From an optimization exercise on the open Yosys and OpenROAD flow, aimed at a short achievable clock period and few clock cycles; shortcuts taken in it are not production practice. Only simulation tests tie the RTL to the original design; equivalence was not proved. Power figures rest on the tool's default switching activity, not on a simulated workload.

Setup of build 86:
==> flow/design.v (excerpt) <==
module cpu (
    input         clk,
    input         reset,
    output [31:0] iaddr,
    input  [31:0] idata,
    output [31:0] daddr,
    input  [31:0] drdata,
    output [31:0] dwdata,
    output [3:0]  dwe
);
    reg  [31:0] pc;
    reg  [31:0] r [1:31];            
    reg         e_valid;
    reg  [31:0] e_pc, e_pc4, e_target, e_aux, e_rv1, e_rv2, e_opb;
    reg  [4:0]  e_rd;
    reg  [2:0]  e_f3;
    reg         e_sub, e_b31, e_sra;
    reg         e_sel_sum, e_sel_slt, e_sel_sltu, e_sel_xor, e_sel_or, e_sel_and;
    reg         e_sel_sll, e_sel_srl, e_use_aux, e_sumres;
    reg         e_is_branch, e_is_jalr, e_is_load, e_is_store, e_wen;
    reg         e_pred, e_hit;
    reg  [1:0]  e_ctr;
    reg         m_wen, m_is_load;
    reg  [4:0]  m_rd;
    reg  [2:0]  m_f3;
    reg  [31:0] m_val, m_daddr, m_dwdata;
    reg  [3:0]  m_dwe;
    reg         pht_v   [0:15];
    reg  [25:0] pht_tag [0:15];
    reg  [1:0]  pht_ctr [0:15];
    wire f_lui, f_auipc, f_jal, f_jalr, f_branch, f_load, f_store, f_opimm, f_op;
    wire f_wen, f_use_rs1, f_use_rs2, f_use_imm;
    wire [3:0]  f_aluop;
    wire [31:0] imm_i, imm_s, imm_b, imm_u, imm_j;
    dummydecoder dec (
        .instr(idata), .is_lui(f_lui), .is_auipc(f_auipc), .is_jal(f_jal), .is_jalr(f_jalr),
        .is_branch(f_branch), .is_load(f_load), .is_store(f_store), .is_opimm(f_opimm),
        .is_op(f_op), .wen(f_wen), .use_rs1(f_use_rs1), .use_rs2(f_use_rs2),
        .use_imm(f_use_imm), .aluop(f_aluop),
  ...
For scale: about 7800 cells after synthesis.
Settings: LEC_CHECK=0, CAP_MARGIN=20, CORE_MARGIN=2, CORE_UTILIZATION=55, SLEW_MARGIN=20, SYNTH_HIERARCHICAL=1, SYNTH_MINIMUM_KEEP_SIZE=0, TNS_END_PERCENT=100; clock period 10.0 ns.
standard.sh (not shown) runs the stock make flow with config.mk's settings and CLKGATE_MAP_FILE= SYNTH_SCRIPT=/design/flow/synth_recipe.tcl, a recipe that flattens the netlist after the stock synthesis.
==> flow/flow/run.sh <==
#!/bin/bash
set -eo pipefail
bash standard.sh "BUFFER_PORTS_ARGS=-buffer_cell sky130_fd_sc_hd__buf_4" \
    SETUP_SLACK_MARGIN=6.6 "IO_CONSTRAINTS=$PWD/flow/io.tcl" finish > make.log 2>&1
==> flow/flow/io.tcl <==
# Place reset and the four dwe outputs next to each other, mid-way up the
# right edge of the die: dwe depends combinationally on reset.
set die [ord::get_die_area]
set x1 [lindex $die 2]
set ymid [expr { ([lindex $die 1] + [lindex $die 3]) / 2.0 }]
set i 0
foreach p {dwe[0] dwe[1] reset dwe[2] dwe[3]} {
  place_pin -pin_name $p -layer met3 -pin_size {0.8 0.3} -force_to_die_boundary \
    -location [list $x1 [expr { $ymid + ($i - 2) * 2.72 }]]
  incr i
}
Build 86 finished all stages; the layout is clean.
Testbench counts of build 86, summed over its fixed seeds: cycles 96,386.
### build 86 -> build 39
Settings: changing CORE_UTILIZATION from 55 to 65.
==> flow/flow/run.sh <==
#!/bin/bash
set -eo pipefail
bash standard.sh "BUFFER_PORTS_ARGS=-buffer_cell sky130_fd_sc_hd__buf_4" \
    SETUP_SLACK_MARGIN=5.8 "IO_CONSTRAINTS=$PWD/flow/io.tcl" finish > make.log 2>&1
## What came out
Build 39: global routing met2 resource utilization is 5.8 points higher than what build 86 reported.
Looking only at height of the die, and setting everything else aside, the higher value of build 86 and build 39 goes to build 86.
Summary of build 39 over build 86: clock network power consumption decreased 3.4%; share of cell area taken by flip-flops and latches increased 3.8 points; final area decreased about 8%.
Of the two values seen for critical path start-end classification, flop to flop was produced by build 39 and input pin to output pin by build 86.
Build 86 → build 39: total detailed-routing wirelength decreased about 9%; area of the multi-input gates -about 7%.
#### Input delta (build 90 over build 39)
Settings: CORE_UTILIZATION now 55, was 65.
==> flow/flow/run.sh <==
#!/bin/bash
set -eo pipefail
bash standard.sh "BUFFER_PORTS_ARGS=-buffer_cell sky130_fd_sc_hd__buf_4" \
    SETUP_SLACK_MARGIN=6.2 "IO_CONSTRAINTS=$PWD/flow/io.tcl" finish > make.log 2>&1
Notes after the runs:
- Multi-input combinational area share across build 39 and build 90: no real change.
- Comparing build 90 with build 39, the sequential power came out essentially unchanged.
- The power number comes out lower for build 39 vs build 90.
- Taking build 90 as 1.0, build 39 lands at 0.948 on final cell count without fillers.
- [compare] base=build 39 new=build 90: clock skew lower; switching power of the nets higher; global-route usage lower; number of cells on the critical path lower; cell area after placement higher.
- Build 90 ended with less power density over cell area than build 39.


fjord:
Starting RTL as in the previous note.
clock: 10.0 ns
lec_check: 0
cap_margin: 20
core_margin: 2
core_utilization: 55
slew_margin: 20
synth_hierarchical: 1
synth_minimum_keep_size: 0
tns_end_percent: 100
==> flow/flow/run.sh <==
#!/bin/bash
set -eo pipefail
bash standard.sh "BUFFER_PORTS_ARGS=-buffer_cell sky130_fd_sc_hd__buf_4" \
    SETUP_SLACK_MARGIN=5.8 "IO_CONSTRAINTS=$PWD/flow/io.tcl" finish > make.log 2>&1
Scripts as last shown in full above: flow/flow/io.tcl
fjord was carried through to the last stage, and its layout satisfied the timing, DRC and antenna checks.
Testbench counts of fjord, summed over its fixed seeds: cycles 96,386.
What ember does differently from fjord at the input level:
==> flow/flow/run.sh <==
#!/bin/bash
set -eo pipefail
bash standard.sh "BUFFER_PORTS_ARGS=-buffer_cell sky130_fd_sc_hd__buf_4" \
    SETUP_SLACK_MARGIN=5.8 finish > make.log 2>&1
removed: flow/flow/io.tcl
==> comparison <==
- fjord has a higher post-route worst setup slack than ember.
- There was hardly any difference in filler-free cell count of the finished design between fjord and ember.
- Taking fjord as the reference, in ember summed area of non-filler cells in the final layout barely changed; wire length barely changed; number of placed instances with taps included barely changed; maximum number of buffers from clock root to sink barely changed.

-- re-timing with driven ports --
Ports are ideal in the flow. The routed layouts listed here were re-timed in OpenROAD.
Step 1 assumes that a clkbuf_16 drives the clock port and a buf_2 every other input.
Step 2 also shifts input and output timing later by t, the mid clock arrival at the registers, as if the neighbouring blocks saw the same clock.
a / b / c = ideal ports / drivers / drivers and shift; a / b = the first two.
| run | shift t [ns] | setup slack, ns | hold slack, ns | worst setup path at the end | clock arrival spread, ns |
|---|---|---|---|---|---|
| build 86 | 0.942 | 5.670 / 5.603 / 4.745 | 0.318 / 0.318 / 0.318 | input to register | 0.052 / 0.052 |
| build 39 | 0.933 | 5.418 / 5.418 / 4.738 | 0.302 / 0.302 / 0.302 | input to register | 0.107 / 0.106 |
| build 90 | 0.935 | 5.662 / 5.598 / 4.865 | 0.322 / 0.322 / 0.322 | input to register | 0.061 / 0.062 |
| fjord | 0.924 | 5.604 / 5.591 / 4.728 | 0.321 / 0.321 / 0.321 | input to register | 0.049 / 0.050 |
| ember | 0.914 | 5.435 / 5.374 / 4.797 | 0.324 / 0.324 / 0.324 | input to register | 0.047 / 0.047 |
After both steps every run listed still meets setup and hold. The setup slack of build 86, which loses most, moves by -0.067 ns with the drivers and by -0.925 ns with both steps.
